What follows belongs to an exercise in optimizing a design on an open flow for small area; a production flow would make more cautious choices.
Where RTL was checked, it was by simulation tests only, not by an equivalence proof against the original.
No activity file was given, so power comes from the tool's default toggle rates.

==> build 93 <==
Design decodeAndMap, start of the top module:
module decodeAndMap(drawX, drawY, drawColour, WE, resetn, clock, shapeselect, inputColour, vs_n, rotateX, rotateY, rotateZ, invert, pitch, roll, yaw, doneShape);
clock: 12.0 ns
lec_check: 0
cap_margin: 30
core_margin: 2
core_utilization: 40
slew_margin: 20
run.sh (not shown) runs the stock make flow with config.mk's settings and CLKGATE_MAP_FILE= SYNTH_SCRIPT=/design/flow/synth_recipe.tcl, a recipe that flattens the netlist after the stock synthesis.
==> build 49 (differences from build 93) <==
CTS_BUF_LIST = sky130_fd_sc_hd__clkbuf_4 sky130_fd_sc_hd__clkbuf_8 sky130_fd_sc_hd__clkbuf_16   (was not set)
CTS_CLUSTER_DIAMETER = 100   (was not set)
CTS_CLUSTER_SIZE = 30   (was not set)
==> qor summary <==
item	build 49	build 93
Status	finished clean	finished clean
Initial drt markers	700	725
Number of buffers inserted during clock tree synthesis	30	68
Setup Skew	0.02723 ns	0.01702 ns
Area share of buffers outside the clock network	0.03009	0.02864
Wire length of the first global-routing pass	64.01 mm	65.65 mm
Clock network fraction of total power	0.333	0.454
Sequential share of cell area	0.5955	0.5668
P_sw	0.7967 mW	0.9369 mW
CTS clk-pin slew, worst paths	0.10 ns	0.06 ns
Final setup slack of the worst path	5.310 ns	5.346 ns
Final non-filler cell area	0.02412 mm²	0.02534 mm²
Final core utilization	0.4473	0.4700
Final cycle utilization of the critical path	0.5575	0.5545
Setup slack on the worst flop-to-flop path	5.31 ns	5.35 ns
Start point of the worst min-delay path	rx[33]	ry[130]
No run of this note included a check of the RTL's function; only the layout flow was run.

* * *

==> branch lagoon: inputs <==
decodeAndMap, a different RTL version from the one above (not shown whole).
Settings: LEC_CHECK=0, CAP_MARGIN=30, CORE_MARGIN=2, CORE_UTILIZATION=75, CTS_BUF_LIST=sky130_fd_sc_hd__clkbuf_16, CTS_CLUSTER_DIAMETER=100, CTS_CLUSTER_SIZE=28, SLEW_MARGIN=20; clock period 12.0 ns.
==> branch xenon: changes against branch lagoon <==
--- a/flow/design.v
+++ b/flow/design.v
@@ -20,12 +20,12 @@
             end
             rca[12] = c;
         end
     endfunction
     localparam S_CLEAR = 4'd0, S_PAIR = 4'd1, S_W1 = 4'd2, S_W2 = 4'd3,
-               S_NEG = 4'd4, S_SWP = 4'd5, S_DRAW = 4'd6, S_CNT0 = 4'd7,
-               S_CNT1 = 4'd8, S_CNT2 = 4'd12, S_WAIT = 4'd9, S_WAIT2 = 4'd10, S_DONE = 4'd11;
+               S_NEG = 4'd4, S_SWP = 4'd5, S_DRAW = 4'd6, S_ROTW = 4'd7,
+               S_ROT = 4'd8, S_WAIT = 4'd9, S_WAIT2 = 4'd10, S_DONE = 4'd11;
     reg [3:0] st;
     reg [1:0] shp;
     reg lvs_n;
     wire restart = ~resetn | (shapeselect != shp);
     reg [3:0] bi, wi;
@@ -40,13 +40,10 @@
     wire [12:0] bi_inc = rca({8'd0, bi}, 12'd0, 1'b1);
     wire [12:0] wi_inc = rca({8'd0, wi}, 12'd0, 1'b1);
     wire [3:0] nw = wend ? 4'd0 : wi_inc[3:0];
     wire [7:0] pc_inc = {ea[2:0], eb, ea[3] ^ ea[1] ^ ea[0] ^ eb[3]};
     wire pair_last = ({ea, eb} == 8'h80);
-    reg rot;              
-    reg pend;             
-    reg lrx, lry, lrz, linv;
     reg [2:0] rs;         
     reg win;              
     reg wen;              
     wire sa, sb, coA, coB;
     wire [1:0] cA, cB;
@@ -62,12 +59,12 @@
     wire pA = head ? a0 : sa;
     wire qB1 = head ? a0 : sa;
     wire qB4 = head ? (~lt2 & a2) : (lt2 ? a2 : sa);
     wire qB64 = head ? (~lt6 & a6) : (lt6 ? a6 : sa);
     wire pB = head ? b0 : sb;
-    wire nA = ~linv;
-    wire nB = linv;
+    wire nA = ~invert;
+    wire nB = invert;
     wire i0 = head & (bi == 4'd0);
     wire i11 = head & (bi == 4'd11);
     wire [1:0] cinA = i0 ? {1'b1, nA} : cA;
     wire [1:0] cinB = i0 ? {1'b1, nB} : cB;
     wire oA1 = qA64 ^ nA, oA2 = ~(qA4 ^ nA), oA3 = qA1 ^ nA, oA4 = ~pA;
@@ -87,16 +84,17 @@
     wire wact = win & (head ? (bi[3] & (bi[2] | (bi[1] & bi[0]))) : ~(bi[3] & (bi[2] | (bi[1] & bi[0]))));
     wire [2:0] rs_n = wend ? rs + 3'd1 : rs;
     wire odd_n = rs_n[2] | (rs_n[1] & rs_n[0]);
     wire next_head = (nw[0] == odd_n);
     wire [1:0] ax_n = (rs_n == 3'd0 || rs_n == 3'd3) ? 2'd0 : ((rs_n == 3'd1 || rs_n == 3'd4) ? 2'd1 : 2'd2);
-    wire en_n = (ax_n == 2'd0) ? lrx : ((ax_n == 2'd1) ? lry : lrz);
+    wire en_n = (ax_n == 2'd0) ? rotateX : ((ax_n == 2'd1) ? rotateY : rotateZ);
     reg [7:0] rp, rr, ry8;
     wire cc;
-    wire updP = (st == S_CNT1) & ~bi[3];
-    wire updR = (st == S_CNT1) & bi[3];
-    wire updY = (st == S_CNT2) & ~bi[3];
+    wire upd0 = (st == S_ROT) & (rs == 3'd0) & ~wi[3] & ~wi[2] & ~wi[1];
+    wire updP = upd0 & ~wi[0] & ~bi[3];
+    wire updR = upd0 & ~wi[0] & bi[3];
+    wire updY = upd0 & wi[0] & ~bi[3];
     wire lsb = (bi[2:0] == 3'd0);
     wire cen = (updP & rotateX) | (updR & rotateY) | (updY & rotateZ);
     wire csrc = updP ? rp[0] : (updR ? rr[0] : ry8[0]);
     wire co = cen & invert;
     wire ci = cen & (lsb ? ~invert : cc);
@@ -107,11 +105,11 @@
     assign yaw = ry8;
     reg [8:0] PX, PY, K, M, N;
     reg [9:0] H;
     assign {cc, coB, coA, cB, cA} = H[6:0];
     assign {sb, sa} = N[1:0];
-    wire hmode = rot | (st == S_CNT1) | (st == S_CNT2);
+    wire rot = (st == S_ROT);
     reg ltx, lty, ge, bx, by, fb;
     wire tx = rx[0], ty = ry[0];
     wire [8:0] Ex = {rx[0], rx[1], rx[2], rx[3], rx[4], rx[5], rx[6], rx[7], rx[8]};
     wire [8:0] Ey = {ry[0], ry[1], ry[2], ry[3], ry[4], ry[5], ry[6], ry[7], ry[8]};
     wire wEx = Ex[8] | (Ex[7] & Ex[6] & (Ex[5] | Ex[4] | (Ex[3] & (Ex[2] | Ex[1]))));    
@@ -149,11 +147,11 @@
         lvs_n <= vs_n;
         rx <= {rx[190:12], wact ? nbA : rx[11], rx[10:1], load ? vbit[2] : rx[0], rx[191]};
         ry <= {ry[190:12], wact ? nbB : ry[11], ry[10:1], load ? vbit[1] : ry[0], ry[191]};
         rz <= {rz[190:12], wact ? rx[11] : rz[11], rz[10:1], load ? vbit[0] : rz[0], rz[191]};
         H[9:7] <= (st == S_SWP) ? {hb, H[9:8]} : asum[9:7];
-        H[6:0] <= hmode ? {ccn, coBn, coAn, cBn, cAn} : ((st == S_SWP) ? H[7:1] : asum[6:0]);
+        H[6:0] <= rot ? {ccn, coBn, coAn, cBn, cAn} : ((st == S_SWP) ? H[7:1] : asum[6:0]);
         N[8:2] <= ((st == S_SWP) & ~swp9) ? {mjb, N[8:3]} : nds[8:2];
         N[1:0] <= rot ? ((head & bend) ? {b0, a0} : {sb, sa}) :
                   (((st == S_SWP) & ~swp9) ? N[2:1] : nds[1:0]);
         rp <= {(updP ? csum : rp[0]) & ~load, rp[7:1]};
         rr <= {(updR ? csum : rr[0]) & ~load, rr[7:1]};
@@ -167,34 +165,14 @@
             wi <= 4'd0;
             load <= 1'b1;
             PX <= 9'd352;
             PY <= 9'd392;
             win <= 1'b0;
-            rot <= 1'b0;
-            pend <= 1'b0;
         end else begin
             bi <= bi_inc[3:0];
             if (bend) wi <= nw;
             if (load & bend & wend) load <= 1'b0;
-            if (~rot) begin
-                if (pend & (st == S_CLEAR) & bend & wend) begin
-                    rot <= 1'b1;
-                    pend <= 1'b0;
-                    rs <= 3'd0;
-                    win <= 1'b1;
-                    wen <= lrx;
-                end
-            end else if (bend) begin
-                rs <= rs_n;
-                if (next_head) begin
-                    win <= (rs_n <= 3'd5);
-                    wen <= en_n;
-                end else if (!head)
-                    win <= 1'b0;
-                if (rs_n == 3'd6 && nw == 4'd1)
-                    rot <= 1'b0;
-            end
             case (st)
                 S_CLEAR: begin
                     if (PX == 9'd159) begin
                         PX <= 9'd352;
                         if (PY == 9'd119) begin
@@ -209,11 +187,11 @@
                 S_PAIR: begin
                     if (edge_ab) begin
                         if (bi == 4'd2) st <= S_W1;
                     end
                     else if (pair_last)
-                        st <= S_CNT0;
+                        st <= S_ROTW;
                     else
                         {ea, eb} <= pc_inc;
                 end
                 S_W1: begin
                     if (hit1) begin
@@ -268,34 +246,38 @@
                     if (swp9) st <= S_DRAW;
                 end
                 S_DRAW: begin
                     if (&N) begin
                         if (pair_last)
-                            st <= S_CNT0;
+                            st <= S_ROTW;
                         else begin
                             st <= S_PAIR;
                             {ea, eb} <= pc_inc;
                         end
                     end else begin
                         if (ge | minor) PX <= pxs[8:0];
                         if (~ge | minor) PY <= pys[8:0];
                     end
                 end
-                S_CNT0: begin
-                    if (bend) st <= S_CNT1;
-                end
-                S_CNT1: begin
-                    if (bend) st <= S_CNT2;
+                S_ROTW: begin
+                    if (bend & wend) begin
+                        st <= S_ROT;
+                        rs <= 3'd0;
+                        win <= 1'b1;
+                        wen <= rotateX;
+                    end
                 end
-                S_CNT2: begin
-                    if (bi == 4'd7) begin
-                        st <= S_WAIT;
-                        pend <= 1'b1;
-                        lrx <= rotateX;
-                        lry <= rotateY;
-                        lrz <= rotateZ;
-                        linv <= invert;
+                S_ROT: begin
+                    if (bend) begin
+                        rs <= rs_n;
+                        if (next_head) begin
+                            win <= (rs_n <= 3'd5);
+                            wen <= en_n;
+                        end else if (!head)
+                            win <= 1'b0;
+                        if (rs_n == 3'd6 && nw == 4'd1)
+                            st <= S_WAIT;
                     end
                 end
                 S_WAIT: begin
                     if (lvs_n & ~vs_n) st <= S_WAIT2;
                 end
--- a/flow/config.mk
+++ b/flow/config.mk
@@ -5,10 +5,10 @@
 export SDC_FILE = /design/flow/constraint.sdc
 export NUM_CORES = 8
 export LEC_CHECK = 0
 export CAP_MARGIN = 30
 export CORE_MARGIN = 2
-export CORE_UTILIZATION = 75
+export CORE_UTILIZATION = 70
 export CTS_BUF_LIST = sky130_fd_sc_hd__clkbuf_16
 export CTS_CLUSTER_DIAMETER = 100
-export CTS_CLUSTER_SIZE = 28
+export CTS_CLUSTER_SIZE = 30
 export SLEW_MARGIN = 20
==> notes <==
- In branch xenon the setup slack is higher than in branch lagoon, by 0.0015 ns.
- Against branch xenon, the clock power of branch lagoon is larger by about 7%.
- Of branch xenon and branch lagoon, branch lagoon has the higher sequential cell count (gap 6).
- In final area, branch xenon and branch lagoon hardly differ.
- Branch xenon ran to the end with no violations. Branch lagoon went through all stages and came out clean.
- In critical path depth, branch xenon and branch lagoon do not differ.
- Between branch lagoon and branch xenon, the lower count of clock-buffer cells in the layout is in branch xenon (gap 1).
- Against branch lagoon, the wire length of branch xenon is lower by 13%.
==> figures <==
quantity                                          branch lagoon             branch xenon
Die boundary width                                       165 um                   171 um
Synthesized flop and latch total                            696                      690
Run status                              complete, no violations  complete, no violations
Cell internal power dissipation                         2.97 mW                  2.87 mW
Placed instance count                                      1822                     1887
Combined area of all synthesized cells                19600 um2                19600 um2
Number of sequential cells                                  696                      690
R2R Path Start                                             H[9]                    st[0]
DIE AREA                                              27400 um2                29300 um2
Area taken by multi-input logic gates                  4650 um2                 4840 um2
Detailed route wirelength on metal2                    20500 um                 17700 um
Sequential share of cell area                             67.9%                    67.1%
Post-Synth XOR/XNOR Area                                  2.10%                    2.19%
Worst rel slew slack                                      40.4%                    37.4%
Pre-CTS setup slack                                     6.10 ns                  6.11 ns
Die height                                               165 um                   171 um

-- port drivers added, routing unchanged --
The flow's constraints put no driver on any port. The routed layouts listed below were extracted and timed again, unchanged, in two steps.
Step 1 (the two cells are an assumption about what drives the block):
set clk [get_ports {clock}]
set_driving_cell -lib_cell sky130_fd_sc_hd__clkbuf_16 $clk
set_driving_cell -lib_cell sky130_fd_sc_hd__buf_2 [delete_from_list [all_inputs] $clk]
Step 2 adds t to the input delays and takes it off the output delays; t is the mean of the earliest and latest rising clock arrival at the registers after step 1. Input paths then give back, and output paths get back, about the clock's delay inside the block.
Three values: ideal, step 1, step 2; two values: the first two.
run	t (ns)	setup slack, ns	clock arrival spread, ns	slew at the worst register clock pin (ns)
build 93	0.631	5.346 / 5.346 / 5.346	0.022 / 0.023	0.06 / 0.06
build 49	0.669	5.310 / 5.310 / 5.310	0.029 / 0.029	0.12 / 0.12
branch lagoon	0.653	6.109 / 6.079 / 6.079	0.036 / 0.035	0.12 / 0.12
branch xenon	0.629	6.111 / 6.086 / 6.086	0.019 / 0.019	0.11 / 0.11
After both steps setup and hold are still met in every run listed. The setup slack of branch lagoon, which loses most, moves by -0.030 ns with the drivers and by -0.030 ns with both steps.
